From an optimization exercise on the open Yosys and OpenROAD flow, aimed at small area, a short achievable clock period and few clock cycles per item; shortcuts taken in it are not production practice.
Function was checked by simulation only, so behaviour that the tests miss may differ from the original.
Power and IR drop assume default switching activity.

==> flow/design.v (excerpt) <==
module Main_DP (
	input clk, rst,
	input en,
	output [31:0] Data_o,
	output [27:0] Addr_GBF_in,
	output [27:0] Addr_GBF_w,
	output [23:0] Addr_GBF_o,
	input [31:0] Data_in,
	input [31:0] Data_w,
	output [3:0] we_o,
	output done
	);
Size: ~410 flip-flops, ~0.023 mm² of cells after synthesis.
clock: 10.0 ns
lec_check: 0
cap_margin: 20
core_margin: 2
core_utilization: 70
cts_cluster_diameter: 90
cts_cluster_size: 25
setup_slack_margin: 5
slew_margin: 20
run.sh (not shown) runs the stock make flow with config.mk's settings and CLKGATE_MAP_FILE= SYNTH_SCRIPT=/design/flow/synth_recipe.tcl, a recipe that flattens the netlist after the stock synthesis.
Testbench counts at the start, summed over its fixed seeds: cycles 6,912, jobs 128.
Then changed:
==> flow/flow/run.sh (new file) <==
#!/bin/bash
# The standard layout (standard.sh: ORFS synthesis, floorplan, placement, CTS, routing)
# at the design's clock and constraints, with these settings changed:
# - timing repair keeps a setup margin of 6.9 ns on the 10 ns clock, so it sizes the
#   design for a shorter achieved period;
# - the core is 70% full (a smaller die, shorter wires);
# - port buffers are buf_1 cells;
# - CTS clusters up to 25 sinks within 90 um.
set -euo pipefail
bash standard.sh SETUP_SLACK_MARGIN=6.9 CORE_UTILIZATION=70 CTS_CLUSTER_SIZE=25 CTS_CLUSTER_DIAMETER=90 \
  "BUFFER_PORTS_ARGS=-buffer_cell sky130_fd_sc_hd__buf_1" finish > run_standard.log 2>&1
==> flow/standard.sh (new file) <==
#!/bin/bash
# synth_recipe.tcl (not shown) runs the flow's synth.tcl, then flattens the netlist and writes it again
# the make line also repeats each setting of config.mk as NAME=value (left out here)
make -C /OpenROAD-flow-scripts/flow DESIGN_CONFIG=/design/flow/config.mk WORK_HOME=/design/flow/orfs CLKGATE_MAP_FILE= SYNTH_SCRIPT=/design/flow/synth_recipe.tcl "${@:-finish}"
CORE_UTILIZATION = 40   (was 70)
CTS_CLUSTER_DIAMETER = not set   (was 90)
CTS_CLUSTER_SIZE = not set   (was 25)
SETUP_SLACK_MARGIN = not set   (was 5)
removed: flow/run.sh
After rerunning:
- register-to-register slack gains 410 ps
- die area stays the same
- synthesized cell count is unchanged
- flip-flop and latch count stays the same
- non-clock buffer count went down by 2
- maximum frequency went up by about a fifth
- global-route usage went down by 0.35 points
- sequential share of layout area went up by 1.5 points
- core utilization went down by 2.8 points
- synthesized area stays the same
- routed wire length went down slightly

Setup of rev 12:
Main_DP, a different RTL version from the one above (not shown whole).
Size: about 410 flip-flops, about 180 I/O pins, ~26000 um2 of cells after synthesis.
Settings: LEC_CHECK=0, CAP_MARGIN=20, CORE_MARGIN=2, CORE_UTILIZATION=40, SLEW_MARGIN=20; clock period 10.0 ns.
Stock flow here: none of the scripts above is used.
Testbench counts of rev 12, summed over its fixed seeds: cycles 6,912, jobs 128.
The inputs of rev 13 differ from those of rev 12 as listed below.
==> flow/flow/run.sh (new file) <==
#!/bin/bash
# Standard layout (the standard.sh: ORFS synthesis, floorplan, placement, CTS, routing),
# with the timing repair asked to leave a larger setup margin than the 10 ns clock needs, so
# that it sizes the design for a shorter achieved period. Clock, constraints and every other
# setting are the standard ones.
set -euo pipefail
bash standard.sh SETUP_SLACK_MARGIN=7.0 finish > run_standard.log 2>&1
==> flow/standard.sh (new file) <==
#!/bin/bash
# synth_recipe.tcl (not shown) runs the flow's synth.tcl, then flattens the netlist and writes it again
# the make line also repeats each setting of config.mk as NAME=value (left out here)
make -C /OpenROAD-flow-scripts/flow DESIGN_CONFIG=/design/flow/config.mk WORK_HOME=/design/flow/orfs CLKGATE_MAP_FILE= SYNTH_SCRIPT=/design/flow/synth_recipe.tcl "${@:-finish}"
removed: flow/run.sh
## What came out
Timing, DRC, antenna: 0 failures across rev 12 and rev 13
Rev 13 vs rev 12 on combinational logic power: rev 13 is the higher one.
Rev 13 does worse than rev 12 on final non-filler cell area.
Post-route worst hold slack: rev 13 vs rev 12 up 0.012 ns
In the reports for rev 12 and rev 13, the larger routed wire length belongs to rev 13.
Compared with rev 12, rev 13 shows a higher minimum setup slack in the final design.

[separate check: timing with driven ports]
The results above use ideal ports. As a check the final layouts listed here were re-extracted and re-timed, cells and wires unchanged. Step 1: set_driving_cell puts a clkbuf_16 on clk and a buf_2 on each other input, an assumption about the parent block. Step 2 also shifts input and output timing later by t, the mid clock arrival at the registers, as if the neighbouring blocks saw the same clock. Slacks: ideal / step 1 / step 2; pairs: ideal / step 1.
run	t (ns)	slack for setup (ns)	worst setup path after step 2
the first run of note 1	0.593	6.433 / 6.376 / 6.239	input to register
the second run of note 1	0.598	6.933 / 6.877 / 6.577	input to register
rev 12	0.644	6.171 / 6.113 / 5.851	input to register
rev 13	0.643	6.758 / 6.698 / 6.466	input to register
After both steps every run listed still meets setup and hold. The setup slack of the second run of note 1, which loses most, moves by -0.056 ns with the drivers and by -0.356 ns with both steps.
